Background: an optimization exercise with open tools, aiming at small area and a short achievable clock period. Do not read the settings as production practice. Function was checked by simulation only, so behaviour that the tests miss may differ from the original. Power and IR drop assume default switching activity.

## rtc_top
module rtc_top (
                input logic         clk_i,
                input logic         rstn_i,
                input logic         date_update_i,
                input logic [31:0]  date_i,
                output logic [31:0] date_o,
                input logic         clock_update_i,
                output logic [21:0] clock_o,
                input logic [21:0]  clock_i,
                input logic [9:0]   init_sec_cnt_i,
                input logic         calibre_update_i,
                input logic [15:0]  calibre_sec_cnt_i,
                output logic [15:0] calibre_sec_cnt_o,
                input logic         timer_update_i,
                input logic         timer_enable_i,
                input logic         timer_retrig_i,
                input logic [16:0]  timer_target_i,
                output logic [16:0] timer_value_o,
                input logic         alarm_enable_i,
                input logic [5:0]   alarm_mask_i,
                input logic         alarm_update_clock_i,
                input logic [21:0]  alarm_clock_i,
                output logic [21:0] alarm_clock_o,
                input logic         alarm_update_date_i,
                input logic [31:0]  alarm_date_i,
  ...
For scale: about 980 cells after synthesis, ~190 flip-flops, ~320 I/O pins.
clock: 5.0 ns
lec_check: 0
cap_margin: 20
core_margin: 2
core_utilization: 40
cts_buf_list: sky130_fd_sc_hd__clkbuf_8
cts_cluster_size: 10
setup_slack_margin: 2.4
slew_margin: 20
standard.sh (not shown) runs the stock make flow with config.mk's settings and CLKGATE_MAP_FILE= SYNTH_SCRIPT=/design/flow/synth_recipe.tcl, a recipe that flattens the netlist after the stock synthesis.
==> flow/flow/run.sh <==
#!/bin/bash
# The standard layout, with two changes:
#  - synthesis maps the logic with flow/abc_map.script instead of ORFS's abc_speed.script
#    (flow/synth_abc.tcl is synth_recipe.tcl with that abc call swapped);
#  - the port buffers are made from the smallest buffer cell.
# Each tool writes its full log under orfs/logs; the make output goes to standard.log.
set -euo pipefail
HERE=$(pwd)
export ABC_SCRIPT=$HERE/flow/abc_map.script
export ABC_D=2000
export BUFFER_PORTS_ARGS="-buffer_cell sky130_fd_sc_hd__buf_1"
bash standard.sh SYNTH_SCRIPT=$HERE/flow/synth_abc.tcl finish > standard.log 2>&1
==> flow/flow/abc_map.script <==
strash
&get -n
&fraig -x
&put
scorr
dc2
dretime
strash
&get -n
&dch -f
&nf {D}
&put
buffer -c
upsize {D}
dnsize {D}
stime -p
==> flow/flow/synth_abc.tcl <==
proc synth {args} { yosys synth -nofsm -noshare {*}$args }
# abc with the mapping script named by ABC_SCRIPT and the delay target ABC_D (ps);
# the rest is synth_recipe.tcl unchanged
proc abc {args} {
  set i [lsearch -exact $args -script]
  if { $i >= 0 } { set args [lreplace $args [expr {$i + 1}] [expr {$i + 1}] $::env(ABC_SCRIPT)] }
  set j [lsearch -exact $args -D]
  if { $j >= 0 && [info exists ::env(ABC_D)] } { set args [lreplace $args [expr {$j + 1}] [expr {$j + 1}] $::env(ABC_D)] }
  yosys abc {*}$args
}
source $::env(SCRIPTS_DIR)/synth.tcl
# left out here: clear keep_hierarchy, flatten, clean up, hide names made inside functions, write 1_2_yosys.v
The starting point passed the timing, DRC and antenna checks.
Edit:
--- a/flow/config.mk
+++ b/flow/config.mk
@@ -11,4 +11,5 @@
 export CTS_BUF_LIST = sky130_fd_sc_hd__clkbuf_8
 export CTS_CLUSTER_SIZE = 10
-export SETUP_SLACK_MARGIN = 2.4
+export GPL_TIMING_DRIVEN = 1
+export SETUP_SLACK_MARGIN = 2.3
 export SLEW_MARGIN = 20
The changed run completed without violations. Final area came out lower by about 1.9%. Clock-buffer cell count drops by 2. Non-clock buffer count went down by 13. Worst hold slack stays flat. First-iteration DRC count went down by about 17%. Die area stays the same. Core utilization decreases by 0.92 points. Power went down by about 3.3%. Routed wire length hardly moves. Via count is higher by 1.3%.

---

## north
Another version of the RTL of rtc_top (not shown whole).
Size in the first run: roughly 960 cells after synthesis, about 320 I/O pins, roughly 10,000 sq um of cells after synthesis.
==> flow/design.v (excerpt) <==
module rtc_top (
                input logic         clk_i,
                input logic         rstn_i,
                input logic         date_update_i,
                input logic [31:0]  date_i,
                output logic [31:0] date_o,
                input logic         clock_update_i,
                output logic [21:0] clock_o,
                input logic [21:0]  clock_i,
                input logic [9:0]   init_sec_cnt_i,
                input logic         calibre_update_i,
                input logic [15:0]  calibre_sec_cnt_i,
                output logic [15:0] calibre_sec_cnt_o,
                input logic         timer_update_i,
                input logic         timer_enable_i,
                input logic         timer_retrig_i,
                input logic [16:0]  timer_target_i,
                output logic [16:0] timer_value_o,
                input logic         alarm_enable_i,
                input logic [5:0]   alarm_mask_i,
                input logic         alarm_update_clock_i,
                input logic [21:0]  alarm_clock_i,
                output logic [21:0] alarm_clock_o,
                input logic         alarm_update_date_i,
                input logic [31:0]  alarm_date_i,
  ...
export LEC_CHECK = 0
export CAP_MARGIN = 20
export CORE_MARGIN = 2
export CORE_UTILIZATION = 40
export SETUP_SLACK_MARGIN = 2.7
export SLEW_MARGIN = 20
create_clock -name core_clock -period 5.0 [get_ports {clk_i}]
Scripts as last shown in full above: flow/flow/run.sh, flow/flow/abc_map.script, flow/flow/synth_abc.tcl
Looking at the reports, north completed the entire flow and the layout it produced met the timing, DRC and antenna checks.
--- input diff north..south ---
Settings: SETUP_SLACK_MARGIN: 2.7 -> 2.6; CORE_UTILIZATION: 40 -> 65.
==> flow/flow/run.sh <==
#!/bin/bash
set -euo pipefail
export BUFFER_PORTS_ARGS="-buffer_cell sky130_fd_sc_hd__buf_1"
bash standard.sh finish > standard.log 2>&1
removed: flow/flow/abc_map.script
removed: flow/flow/synth_abc.tcl
--- outcome ---
- | average wire per standard cell | higher: south |
- Of north and south, the run reporting the higher switching part of the total power was north.
- Against north, south reports a number of signal-net buffers in the layout that is lower.
### south -> east
Settings: CORE_UTILIZATION changed from 65 to 40; SETUP_SLACK_MARGIN changed from 2.6 to 3.0.
==> results.txt <==
Between south and east, the flow reports post-cts resize count increasing by more than 100%. The final critical path time including I/O delays and setup of east exceeds that of south by 0.013 ns. Per the comparison of east with south, combinational cell fraction of total power +2.0 points, global-route usage shows a reduction of 12 points, worst-case setup margin in the final layout decreased 0.013 ns, relative area change from synthesis to final layout up 10 points. In east, the final clock period utilization by the worst path came out 0.26 points above the value in south.
Input-level comparison between west and east:
Settings: a deleted SETUP_SLACK_MARGIN that had been 3.0.
Results
Run comparison: west worst setup path startpoint r_sec59$_DFFE_PN0P_; east worst setup path startpoint r_minutes[0]$_DFF_PN0_. [compare] base=east new=west: clock distribution area overhead in the final layout rose 0.37 points; actual slew at the worst max-slew pin rose 0.26 ns; area of all placed cells without fillers fell about 11%.

---

## JK
RTL: one of the versions met above, not the one the previous note started from.
Size in the first run: ~190 flip-flops, ~320 I/O pins, ~10000 sq um of cells after synthesis.
clock: 5.0 ns
lec_check: 0
cap_margin: 20
core_margin: 2
core_utilization: 40
cts_buf_list: sky130_fd_sc_hd__clkbuf_8 sky130_fd_sc_hd__clkbuf_16
setup_slack_margin: 2.3
slew_margin: 20
==> flow/flow/run.sh <==
#!/bin/bash
# The standard layout, with two changes:
#  - synthesis maps the logic with flow/abc_map.script instead of ORFS's abc_speed.script
#    (flow/synth_abc.tcl is synth_recipe.tcl with that abc call swapped);
#  - the port buffers are made from the smallest buffer cell.
# Each tool writes its full log under orfs/logs; the make output goes to standard.log.
set -euo pipefail
HERE=$(pwd)
export ABC_SCRIPT=$HERE/flow/abc_map.script
export ABC_D=2000
export BUFFER_PORTS_ARGS="-buffer_cell sky130_fd_sc_hd__buf_1"
bash standard.sh SYNTH_SCRIPT=$HERE/flow/synth_abc.tcl finish > standard.log 2>&1
==> flow/flow/abc_map.script <==
strash
&get -n
&fraig -x
&put
scorr
dc2
dretime
strash
&get -n
&dch -f
&nf {D}
&put
buffer -c
upsize {D}
dnsize {D}
stime -p
==> flow/flow/synth_abc.tcl <==
proc synth {args} { yosys synth -nofsm -noshare {*}$args }
# abc with the mapping script named by ABC_SCRIPT and the delay target ABC_D (ps);
# the rest is synth_recipe.tcl unchanged
proc abc {args} {
  set i [lsearch -exact $args -script]
  if { $i >= 0 } { set args [lreplace $args [expr {$i + 1}] [expr {$i + 1}] $::env(ABC_SCRIPT)] }
  set j [lsearch -exact $args -D]
  if { $j >= 0 && [info exists ::env(ABC_D)] } { set args [lreplace $args [expr {$j + 1}] [expr {$j + 1}] $::env(ABC_D)] }
  yosys abc {*}$args
}
source $::env(SCRIPTS_DIR)/synth.tcl
# left out here: clear keep_hierarchy, flatten, clean up, hide names made inside functions, write 1_2_yosys.v
JK finished end to end and its layout was clean on timing, DRC and antenna.
For MS, these inputs were changed with respect to JK:
- CTS_BUF_LIST changed from sky130_fd_sc_hd__clkbuf_8 sky130_fd_sc_hd__clkbuf_16 to sky130_fd_sc_hd__clkbuf_8
- CTS_CLUSTER_SIZE newly set to 8
- SETUP_SLACK_MARGIN changed from 2.3 to 2.5
[summary]
- Looking only at switching fraction of total power, and setting everything else aside, the higher value of MS and JK goes to MS.
- Compare MS and JK | delay of the slowest critical-path stage lower: JK
- Against JK, MS comes in 0.36 points higher on share of the core filled with cells.
Input-level comparison between AL and MS:
- swapping 2.5 for 2.3 in SETUP_SLACK_MARGIN
- swapping 8 for 10 in CTS_CLUSTER_SIZE
### Flow results
Sort AL and MS by switching power of the nets, descending, and MS comes first. Of AL and MS, it is AL that has the higher via count normalized by instance count. AL vs. MS: critical path data arrival time went up 0.05 ns; average wire per cell in the routed design grew by about 0.7%. Summary of AL over MS: first-pass GRT wire length moved down; critical path depth in cells moved up; required time at the endpoint of the critical path level; combinational group share of total power moved down. Delta(overall power, AL - MS) < 0. Source of the critical timing path: r_timer[0] -> AL, r_year[1] -> MS. Looking at final critical-path required period across AL and MS, the one that comes out lower is MS.
### AL -> TR
- putting PLACE_DENSITY at 0.75 where nothing was set
## What came out
- As far as initial core utilization goes, AL and TR are indistinguishable; the numbers are identical.
- AL → TR: wire length after detailed routing now smaller, cell area flat.

---

rtc_top with an RTL version that a note above also has.
Size in the first run: ~960 cells after synthesis, ~180 flip-flops, roughly 320 I/O pins.
export LEC_CHECK = 0
export CAP_MARGIN = 20
export CORE_MARGIN = 2
export CORE_UTILIZATION = 40
export SETUP_SLACK_MARGIN = 2.6
export SLEW_MARGIN = 20
create_clock -name core_clock -period 5.0 [get_ports {clk_i}]
Scripts as last shown in full above: flow/flow/run.sh, flow/flow/abc_map.script, flow/flow/synth_abc.tcl
==> next run, changes <==
- CTS_BUF_LIST: not set -> sky130_fd_sc_hd__clkbuf_8
- CTS_CLUSTER_SIZE: not set -> 10
- SETUP_SLACK_MARGIN: 2.6 -> 2.0
Result: Sequential share of layout area rises by 1.4 points. Count of clock-buffer cells in the layout is higher by 1. Hold slack stays flat. Clock skew increases by 4.5 ps. Wire length decreases by 1.4%. Final area goes down by 3.9%.
==> next run, changes <==
- SETUP_SLACK_MARGIN: 2.0 -> 2.3
Effect: Critical path depth came out lower by 1. Worst hold slack degrades by 4.0 ps. Sequential share of layout area came out lower by 0.67 points. Worst setup slack improves by 160 ps.

-- re-timing with driven ports --
The results above use ideal ports. As a check the final layouts listed here were re-extracted and re-timed, cells and wires unchanged.
Step 1: set_driving_cell puts a clkbuf_16 on clk_i and a buf_2 on each other input, an assumption about the parent block.
Step 2 adds t to the input delays and takes it off the output delays; t is the mean of the earliest and latest rising clock arrival at the registers after step 1. Input paths then give back, and output paths get back, about the clock's delay inside the block.
Slacks: no drivers / after step 1 / after step 2; pairs: no drivers / after step 1.
run	t (ns)	slack for setup (ns)	worst setup path at the end	clock arrival spread, ns	worst register clock-pin slew, ns
the first run of note 1	0.497	2.490 / 2.483 / 2.039	input to register	0.026 / 0.026	0.12 / 0.12
the second run of note 1	0.504	2.416 / 2.416 / 1.985	input to register	0.029 / 0.029	0.12 / 0.12
north	0.477	2.272 / 2.274 / 1.808	input to register	0.012 / 0.012	0.08 / 0.08
south	0.481	2.196 / 2.196 / 1.787	input to register	0.013 / 0.013	0.07 / 0.07
east	0.480	2.182 / 2.182 / 1.771	input to register	0.027 / 0.027	0.08 / 0.08
west	0.472	1.540 / 1.540 / 1.440	input to register	0.018 / 0.018	0.09 / 0.09
JK	0.474	2.418 / 2.418 / 2.000	input to register	0.026 / 0.025	0.09 / 0.09
MS	0.488	2.456 / 2.456 / 2.022	input to register	0.022 / 0.022	0.12 / 0.12
AL	0.504	2.416 / 2.416 / 1.985	input to register	0.029 / 0.029	0.12 / 0.12
TR	0.496	2.416 / 2.391 / 1.976	input to register	0.025 / 0.026	0.12 / 0.12
the first run of note 4	0.474	2.306 / 2.301 / 1.827	input to register	0.016 / 0.016	0.08 / 0.08
the second run of note 4	0.489	2.144 / 2.159 / 1.670	input to register	0.017 / 0.018	0.11 / 0.11
the third run of note 4	0.491	2.308 / 2.308 / 1.817	input to register	0.021 / 0.022	0.11 / 0.11
After both steps every run listed still meets setup and hold. For the third run of note 4, which loses most, drivers alone change the setup slack by 0.000 ns; drivers and shift together by -0.491 ns.
